This design comes from an exercise in tuning for small area, a short achievable clock period and few clock cycles per item on the open sky130 flow, not from production work.
Function was checked by simulation only, so behaviour that the tests miss may differ from the original.
No activity file was given, so power comes from the tool's default toggle rates.

==> flow/design.v <==
module xillybus_wrapper (
    input         ap_clk,
    input         ap_rst,
    input  [31:0] in_r_dout,
    input         in_r_empty_n,
    output        in_r_read,
    output [31:0] out_r_din,
    input         out_r_full_n,
    output        out_r_write
);
    localparam K = 6;
    function [1:0] step3(input [1:0] m, input b);
        case ({m, b})
            3'b000: step3 = 2'd0;
            3'b001: step3 = 2'd1;
            3'b010: step3 = 2'd2;
            3'b011: step3 = 2'd0;
            3'b100: step3 = 2'd1;
            3'b101: step3 = 2'd2;
            default: step3 = 2'bxx;
        endcase
    endfunction
    wire [7:0] R = in_r_dout[23:16];
    wire [7:0] G = in_r_dout[15:8];
    wire [7:0] B = in_r_dout[7:0];
    wire [9:0] sum = R + G + B;
    reg [1:0] mt [K:10];
    reg [7:K] qt;
    integer i;
    always @* begin
        mt[10] = 2'd0;
        for (i = 9; i >= K; i = i - 1) mt[i] = step3(mt[i+1], sum[i]);
        for (i = K; i < 8; i = i + 1) qt[i] = mt[i+1][1] | (mt[i+1][0] & sum[i]);
    end
    reg          vld;
    reg  [7:K]   qh;      
    reg  [1:0]   mh;      
    reg  [K-1:0] sl;      
    wire ready = ~vld | out_r_full_n;
    assign in_r_read   = in_r_empty_n & ready;
    assign out_r_write = vld & out_r_full_n;
    always @(posedge ap_clk) begin
        if (ap_rst) vld <= 1'b0;
        else if (ready) vld <= in_r_empty_n;
        if (ready) begin
            qh <= qt;
            mh <= mt[K];
            sl <= sum[K-1:0];
        end
    end
    reg [1:0] m [0:K];
    reg [K-1:0] ql;
    always @* begin
        m[K] = mh;
        for (i = K - 1; i >= 0; i = i - 1) m[i] = step3(m[i+1], sl[i]);
        for (i = 0; i < K; i = i + 1) ql[i] = m[i+1][1] | (m[i+1][0] & sl[i]);
    end
    assign out_r_din = {24'd0, qh, ql};
endmodule
Settings: LEC_CHECK=0, ABC_AREA=1, CAP_MARGIN=20, CORE_AREA=2.3 2.72 58.42 59.84, DIE_AREA=0 0 60.5 62.2, PLACE_DENSITY=0.8, SETUP_SLACK_MARGIN=3.3, SLEW_MARGIN=20; clock period 7.0 ns.
standard.sh (not shown) runs the stock make flow with config.mk's settings and CLKGATE_MAP_FILE= SYNTH_SCRIPT=/design/flow/synth_recipe.tcl, a recipe that flattens the netlist after the stock synthesis.
==> flow/flow/run.sh <==
#!/bin/bash
# Standard ORFS layout with two changes: every port buffer starts as a
# sky130_fd_sc_hd__buf_1 (the resizer may still resize it), and the constant
# outputs share the one tie cell synthesis made instead of one tie cell each.
set -euo pipefail
bash standard.sh SKIP_REPAIR_TIE_FANOUT=1 \
  "BUFFER_PORTS_ARGS=-buffer_cell sky130_fd_sc_hd__buf_1" finish > standard_flow.log 2>&1
The starting point completed with no timing, DRC or antenna violations.
Testbench counts at the start, summed over its fixed seeds: cycles 8,008, items 8,000.
Then changed:
- PLACE_DENSITY: 0.8 -> not set
Effect: The new run ran to the end with no violations. Global-route usage went down by 1.4 points. Power went down by 0.98%. Worst setup slack improves by 21 ps. First-iteration DRC count went up by 60%. Cell area is unchanged. Via count went down by 0.56%. Utilization is unchanged. Sequential power barely changes. Flip-flop and latch count stays the same.
Then changed:
- GPL_TIMING_DRIVEN: not set -> 0
- SETUP_SLACK_MARGIN: 3.3 -> 3.5
Effect:
- global-route usage came out higher by 1.1 points
- maximum frequency came out higher slightly
- count of clock-buffer cells in the layout stays the same

* * *

Setup of yarrow:
// xillybus_wrapper: RTL as listed in full above, without the edits since
export LEC_CHECK = 0
export ABC_AREA = 1
export CAP_MARGIN = 20
export CORE_AREA = 2.3 2.72 58.42 59.84
export DIE_AREA = 0 0 60.5 62.2
export SETUP_SLACK_MARGIN = 3.5
export SLEW_MARGIN = 20
export TNS_END_PERCENT = 0
create_clock -name core_clock -period 7.0 [get_ports {ap_clk}]
Scripts as last shown in full above: flow/flow/run.sh
yarrow: PASS, flow complete, no timing, DRC or antenna violations
Testbench counts of yarrow, summed over its fixed seeds: cycles 8,008, items 8,000.
Input changes introduced in harbor (baseline for comparison: yarrow):
diff --git a/flow/config.mk b/flow/config.mk
--- a/flow/config.mk
+++ b/flow/config.mk
@@ -8 +8 @@
-export ABC_AREA = 1
+export ABC_AREA = 0
@@ -10,3 +10,3 @@
-export CORE_AREA = 2.3 2.72 58.42 59.84
-export DIE_AREA = 0 0 60.5 62.2
-export SETUP_SLACK_MARGIN = 3.5
+export CORE_AREA = 2.3 2.72 61.64 61.2
+export DIE_AREA = 0 0 64 64
+export SETUP_SLACK_MARGIN = 3.2
@@ -14 +13,0 @@
-export TNS_END_PERCENT = 0
==> run summary <==
Worst setup slack: harbor < yarrow
Max net count after synthesis across yarrow and harbor: harbor
| number of nets at the end of the flow | harbor vs yarrow | 20 higher |
Compared harbor vs yarrow, and share of synthesized area occupied by flip-flops and latches is down in harbor.
### harbor -> violet
diff --git a/flow/config.mk b/flow/config.mk
--- a/flow/config.mk
+++ b/flow/config.mk
@@ -8 +8 @@
-export ABC_AREA = 0
+export ABC_AREA = 1
@@ -10,3 +10,3 @@
-export CORE_AREA = 2.3 2.72 61.64 61.2
-export DIE_AREA = 0 0 64 64
-export SETUP_SLACK_MARGIN = 3.2
+export CORE_AREA = 2.3 2.72 58.42 59.84
+export DIE_AREA = 0 0 60.5 62.2
+export SETUP_SLACK_MARGIN = 3.5
==> comparison <==
Changes observed in violet relative to harbor: wire length of the first global-routing pass lost 37%; wire length lost 44%; number of distinct library cells after synthesis lost 65%; static leakage picked up an extra about 0.9%; area after synthesis lost about 23%.
Compared with harbor, violet shows a higher total of fill cells in the finished design.
violet ended up with a lower xor and xnor area share after synthesis than harbor did.
For ember, these inputs were changed with respect to violet:
diff --git a/flow/config.mk b/flow/config.mk
--- a/flow/config.mk
+++ b/flow/config.mk
@@ -10,3 +10,3 @@
-export CORE_AREA = 2.3 2.72 58.42 59.84
-export DIE_AREA = 0 0 60.5 62.2
-export SETUP_SLACK_MARGIN = 3.5
+export CORE_AREA = 2.3 2.72 61.64 61.2
+export DIE_AREA = 0 0 64 64
+export SETUP_SLACK_MARGIN = 3.3
[summary]
- ember vs violet — total area of multi-input combinational cells dropped slightly
- ember vs violet — routed wire length rose about 2.6%.
- Summary of ember over violet: fmax now smaller; global-route usage now smaller; buffer count excluding the clock tree in the final layout now smaller; hold slack now smaller.
- Changes observed in ember relative to violet: final worst slack fell 0.16 ns; fraction of layout instances using a drive strength above 1 fell 3.5 points.

* * *

RTL: the design.v shown in full above, as it stands there.
==> flow/config.mk <==
export PLATFORM = sky130hd
export DESIGN_NAME = xillybus_wrapper
export DESIGN_NICKNAME = xillybus_wrapper
export VERILOG_FILES = /design/flow/design.v
export SDC_FILE = /design/flow/constraint.sdc
export NUM_CORES = 4
export LEC_CHECK = 0
export ABC_AREA = 1
export CAP_MARGIN = 20
export CORE_AREA = 2.3 2.72 58.42 59.84
export DIE_AREA = 0 0 60.5 62.2
export SETUP_SLACK_MARGIN = 3.8
export SLEW_MARGIN = 20
==> flow/constraint.sdc <==
create_clock -name core_clock -period 7.0 [get_ports {ap_clk}]
set_input_delay 1.4000 -clock core_clock [delete_from_list [all_inputs] [get_ports {ap_clk}]]
set_output_delay 1.4000 -clock core_clock [all_outputs]
set_load 0.01 [all_outputs]
==> flow/flow/run.sh <==
#!/bin/bash
# Standard ORFS layout with three changes: every port buffer starts as a
# sky130_fd_sc_hd__buf_1 (the resizer may still resize it), the constant
# outputs share the one tie cell synthesis made instead of one tie cell each,
# and setup repair only resizes and swaps gates (no new buffers).
set -euo pipefail
bash standard.sh SKIP_REPAIR_TIE_FANOUT=1 \
  "BUFFER_PORTS_ARGS=-buffer_cell sky130_fd_sc_hd__buf_1" \
  "SETUP_MOVE_SEQUENCE=unbuffer,sizeup,swap" finish > standard_flow.log 2>&1
Testbench counts at the start, summed over its fixed seeds: cycles 8,008, items 8,000.
Edit:
==> flow/flow/run.sh (replaced) <==
#!/bin/bash
# Standard ORFS layout with two changes: every port buffer starts as a
# sky130_fd_sc_hd__buf_1 (the resizer may still resize it), and the constant
# outputs share the one tie cell synthesis made instead of one tie cell each.
set -euo pipefail
bash standard.sh SKIP_REPAIR_TIE_FANOUT=1 \
  "BUFFER_PORTS_ARGS=-buffer_cell sky130_fd_sc_hd__buf_1" finish > standard_flow.log 2>&1
- CORE_AREA: 2.3 2.72 58.42 59.84 -> 2.3 2.72 61.64 61.2
- DIE_AREA: 0 0 60.5 62.2 -> 0 0 64 64
- SETUP_SLACK_MARGIN: 3.8 -> 3.6
Sequential power shrinks by about 5%.
Global-route usage came out lower by 1.4 points.
Final cell count rose by 1.2%.
Maximum frequency goes down by 1.3%.
Sequential cell count is unchanged.
Clock power came out higher by about 1%.
Via count is about the same.
Edit:
- CORE_AREA: 2.3 2.72 61.64 61.2 -> 2.3 2.72 58.42 59.84
- DIE_AREA: 0 0 64 64 -> 0 0 60.5 62.2
- SETUP_SLACK_MARGIN: 3.6 -> 3.55
Effect: The changed run went through all stages and came out clean; clock-buffer cell count stays the same; sequential power hardly moves; synthesized cell count does not change; non-clock buffer count is lower by 1; die area is lower by a little under a tenth; combinational power is lower by a few percent; setup slack improved by 0.039 ns.

* * *

Setup of v24:
RTL: the design.v shown in full above, as it stands there.
clock: 7.0 ns
lec_check: 0
abc_area: 1
cap_margin: 20
core_area: 2.3 2.72 58.42 59.84
die_area: 0 0 60.5 62.2
setup_slack_margin: 3.4
slew_margin: 20
==> flow/flow/run.sh <==
#!/bin/bash
# Standard ORFS layout with two changes: every port buffer starts as a
# sky130_fd_sc_hd__buf_1 (the resizer may still resize it), and the constant
# outputs share the one tie cell synthesis made instead of one tie cell each.
set -euo pipefail
bash standard.sh SKIP_REPAIR_TIE_FANOUT=1 \
  "BUFFER_PORTS_ARGS=-buffer_cell sky130_fd_sc_hd__buf_1" finish > standard_flow.log 2>&1
v24 closes out successfully: all stages finished, all timing, DRC and antenna checks passed.
Testbench counts of v24, summed over its fixed seeds: cycles 8,008, items 8,000.
### v24 -> v14
- swapping 0 0 60.5 62.2 for 0 0 64 64 in DIE_AREA
- swapping 2.3 2.72 58.42 59.84 for 2.3 2.72 61.64 61.2 in CORE_AREA
- swapping 3.4 for 2.5 in SETUP_SLACK_MARGIN
- swapping 1 for 0 in ABC_AREA
--- outcome ---
The leading cell type in the layout, fill and taps excluded comes out buf_1 in one run and nand2_1 in the other, namely in v14 and v24 respectively. Sort v14 and v24 by buffering stage count on the worst path with inverters included desc -> top: v24. | critical path depth | higher: v24 |. Compared with v24, in v14 post-synth design cell area climbed 400 µm²; achievable frequency dropped 44 MHz; multi-input logic area climbed about 50%; relative contribution of combinational cells to total power dropped 0.5 points; power after layout climbed 0.12 mW. In v14, wire length after detailed routing is higher than in v24. When the final numbers for v14 and v24 were put side by side, the cell area turned out to be smaller in v24.
diff inputs: v14 => v8
- SETUP_SLACK_MARGIN: 2.5 -> 3.0
- ABC_AREA: 0 -> 1
Results
Going from v14 to v8, mean cell area of the mapped netlist shrinks by about 13%.
Compared with v14, v8 shows a higher area growth from synthesis to final layout.
In the reports for v14 and v8, the smaller part of the total power dissipated in combinational logic belongs to v14.
Changes observed in v8 relative to v14: period utilization fell 7.1 points; core area about even; pre-CTS setup slack rose 0.49 ns.
Summary of v8 over v14: met1 track demand over resource in global routing now smaller, register-to-register slack rose by 0.03 ns.
Relative to v8, the following input files were edited for v1:
- CORE_AREA changed from 2.3 2.72 61.64 61.2 to 2.3 2.72 58.42 59.84
- SETUP_SLACK_MARGIN changed from 3.0 to 3.6
- DIE_AREA changed from 0 0 64 64 to 0 0 60.5 62.2
==> flow/flow/run.sh <==
#!/bin/bash
# Standard ORFS layout with three changes: every port buffer starts as a
# sky130_fd_sc_hd__buf_1 (the resizer may still resize it), the constant
# outputs share the one tie cell synthesis made instead of one tie cell each,
# and setup repair only resizes and swaps gates (no new buffers).
set -euo pipefail
bash standard.sh SKIP_REPAIR_TIE_FANOUT=1 \
  "BUFFER_PORTS_ARGS=-buffer_cell sky130_fd_sc_hd__buf_1" \
  "SETUP_MOVE_SEQUENCE=unbuffer,sizeup,swap" finish > standard_flow.log 2>&1
Findings:
- Sort v1 and v8 by fmax desc -> top: v1
- On worst-case hold slack, the lower figure sits with v1, not v8.
- When the final numbers for v1 and v8 were put side by side, the post-route fraction of the period consumed by the critical path turned out to be smaller in v1.
- v1 vs. v8: total of fill cells in the finished design saw a decrease, core area saw a decrease.
- v1 vs. v8: synthesis-to-finish area growth went up by 7.6 points.
- On path length in cells of the critical path: between v1 and v8, it ends up lower for v1.
- Relative to v8, met2 track demand over resource in global routing increased by 2.7 points in v1.
- Delta (v1 minus v8): starting utilization of the core area up 2.3 points, sequential share of layout area down 1.6 points.
- v1 ends up with lower overall die height than v8 does.
> inputs changed (v1 -> v3)
- swapping 20 for 0 in SLEW_MARGIN
- swapping 3.6 for 3.5 in SETUP_SLACK_MARGIN
- swapping 20 for 0 in CAP_MARGIN
==> flow/flow/run.sh <==
#!/bin/bash
# Standard ORFS layout with two changes: every port buffer starts as a
# sky130_fd_sc_hd__buf_1 (the resizer may still resize it), and the constant
# outputs share the one tie cell synthesis made instead of one tie cell each.
set -euo pipefail
bash standard.sh SKIP_REPAIR_TIE_FANOUT=1 \
  "BUFFER_PORTS_ARGS=-buffer_cell sky130_fd_sc_hd__buf_1" finish > standard_flow.log 2>&1
## What came out
Non-clock buffer count: v3 vs v1 up 2.7%. Compared with v1, in v3 global routing usage on met1 barely changed, growth of design area from synthesis to finish dropped 5.9 points. When v3 is measured against v1, its area of the multi-input gates turns out about 9% lower. Summary of v3 over v1: cell area after technology mapping closely matched the old numbers; number of antenna repair diodes closely matched the old numbers; HPWL reported at the end of detailed placement decreased by 5.2 µm relative to the old numbers; worst path setup slack after routing increased by 0.022 ns relative to the old numbers.

-- afterwards: timing with drivers on the ports --
In the flow no input, the clock included, has a driving cell. The finished layouts below were timed again as built, in two steps.
Step 1, drivers: a clkbuf_16 drives ap_clk and a buf_2 each remaining input, both assumed.
Step 2, shift: input delay + t, output delay - t, t = (earliest + latest rising clock arrival at the registers) / 2. This alone moves slack from input paths to output paths.
a / b / c = ideal ports / drivers / drivers and shift; a / b = the first two.
run | t, ns | setup slack, ns | worst hold slack (ns) | worst setup path at the end | latest minus earliest clock arrival (ns)
the first run of note 1 | 0.278 | 3.560 / 3.560 / 3.282 | 0.814 / 0.814 / 0.814 | input to register | 0.003 / 0.003
the second run of note 1 | 0.282 | 3.582 / 3.580 / 3.297 | 0.802 / 0.802 / 0.802 | input to register | 0.000 / 0.001
the third run of note 1 | 0.279 | 3.638 / 3.638 / 3.359 | 0.827 / 0.827 / 0.827 | input to register | 0.003 / 0.002
yarrow | 0.282 | 3.697 / 3.694 / 3.412 | 0.800 / 0.800 / 0.800 | input to register | 0.001 / 0.002
harbor | 0.274 | 3.192 / 3.192 / 2.918 | 0.677 / 0.677 / 0.677 | input to register | 0.002 / 0.002
violet | 0.282 | 3.697 / 3.694 / 3.412 | 0.800 / 0.800 / 0.800 | input to register | 0.001 / 0.002
ember | 0.277 | 3.541 / 3.541 / 3.264 | 0.797 / 0.797 / 0.797 | input to register | 0.003 / 0.002
the first run of note 3 | 0.277 | 3.711 / 3.701 / 3.424 | 0.809 / 0.809 / 0.809 | input to register | 0.007 / 0.006
the second run of note 3 | 0.281 | 3.669 / 3.655 / 3.374 | 0.797 / 0.797 / 0.797 | input to register | 0.004 / 0.004
the third run of note 3 | 0.280 | 3.708 / 3.708 / 3.428 | 0.802 / 0.802 / 0.802 | input to register | 0.003 / 0.002
v24 | 0.282 | 3.635 / 3.632 / 3.350 | 0.802 / 0.802 / 0.802 | input to register | 0.000 / 0.001
v14 | 0.277 | 3.046 / 3.046 / 2.769 | 0.829 / 0.829 / 0.829 | input to register | 0.002 / 0.002
v8 | 0.277 | 3.541 / 3.541 / 3.264 | 0.797 / 0.797 / 0.797 | input to register | 0.003 / 0.002
v1 | 0.279 | 3.674 / 3.662 / 3.383 | 0.793 / 0.793 / 0.793 | input to register | 0.004 / 0.005
v3 | 0.282 | 3.697 / 3.694 / 3.412 | 0.800 / 0.800 / 0.800 | input to register | 0.001 / 0.002
After both steps setup and hold are still met in every run listed. The setup slack of the second run of note 3, which loses most, moves by -0.014 ns with the drivers and by -0.295 ns with both steps.
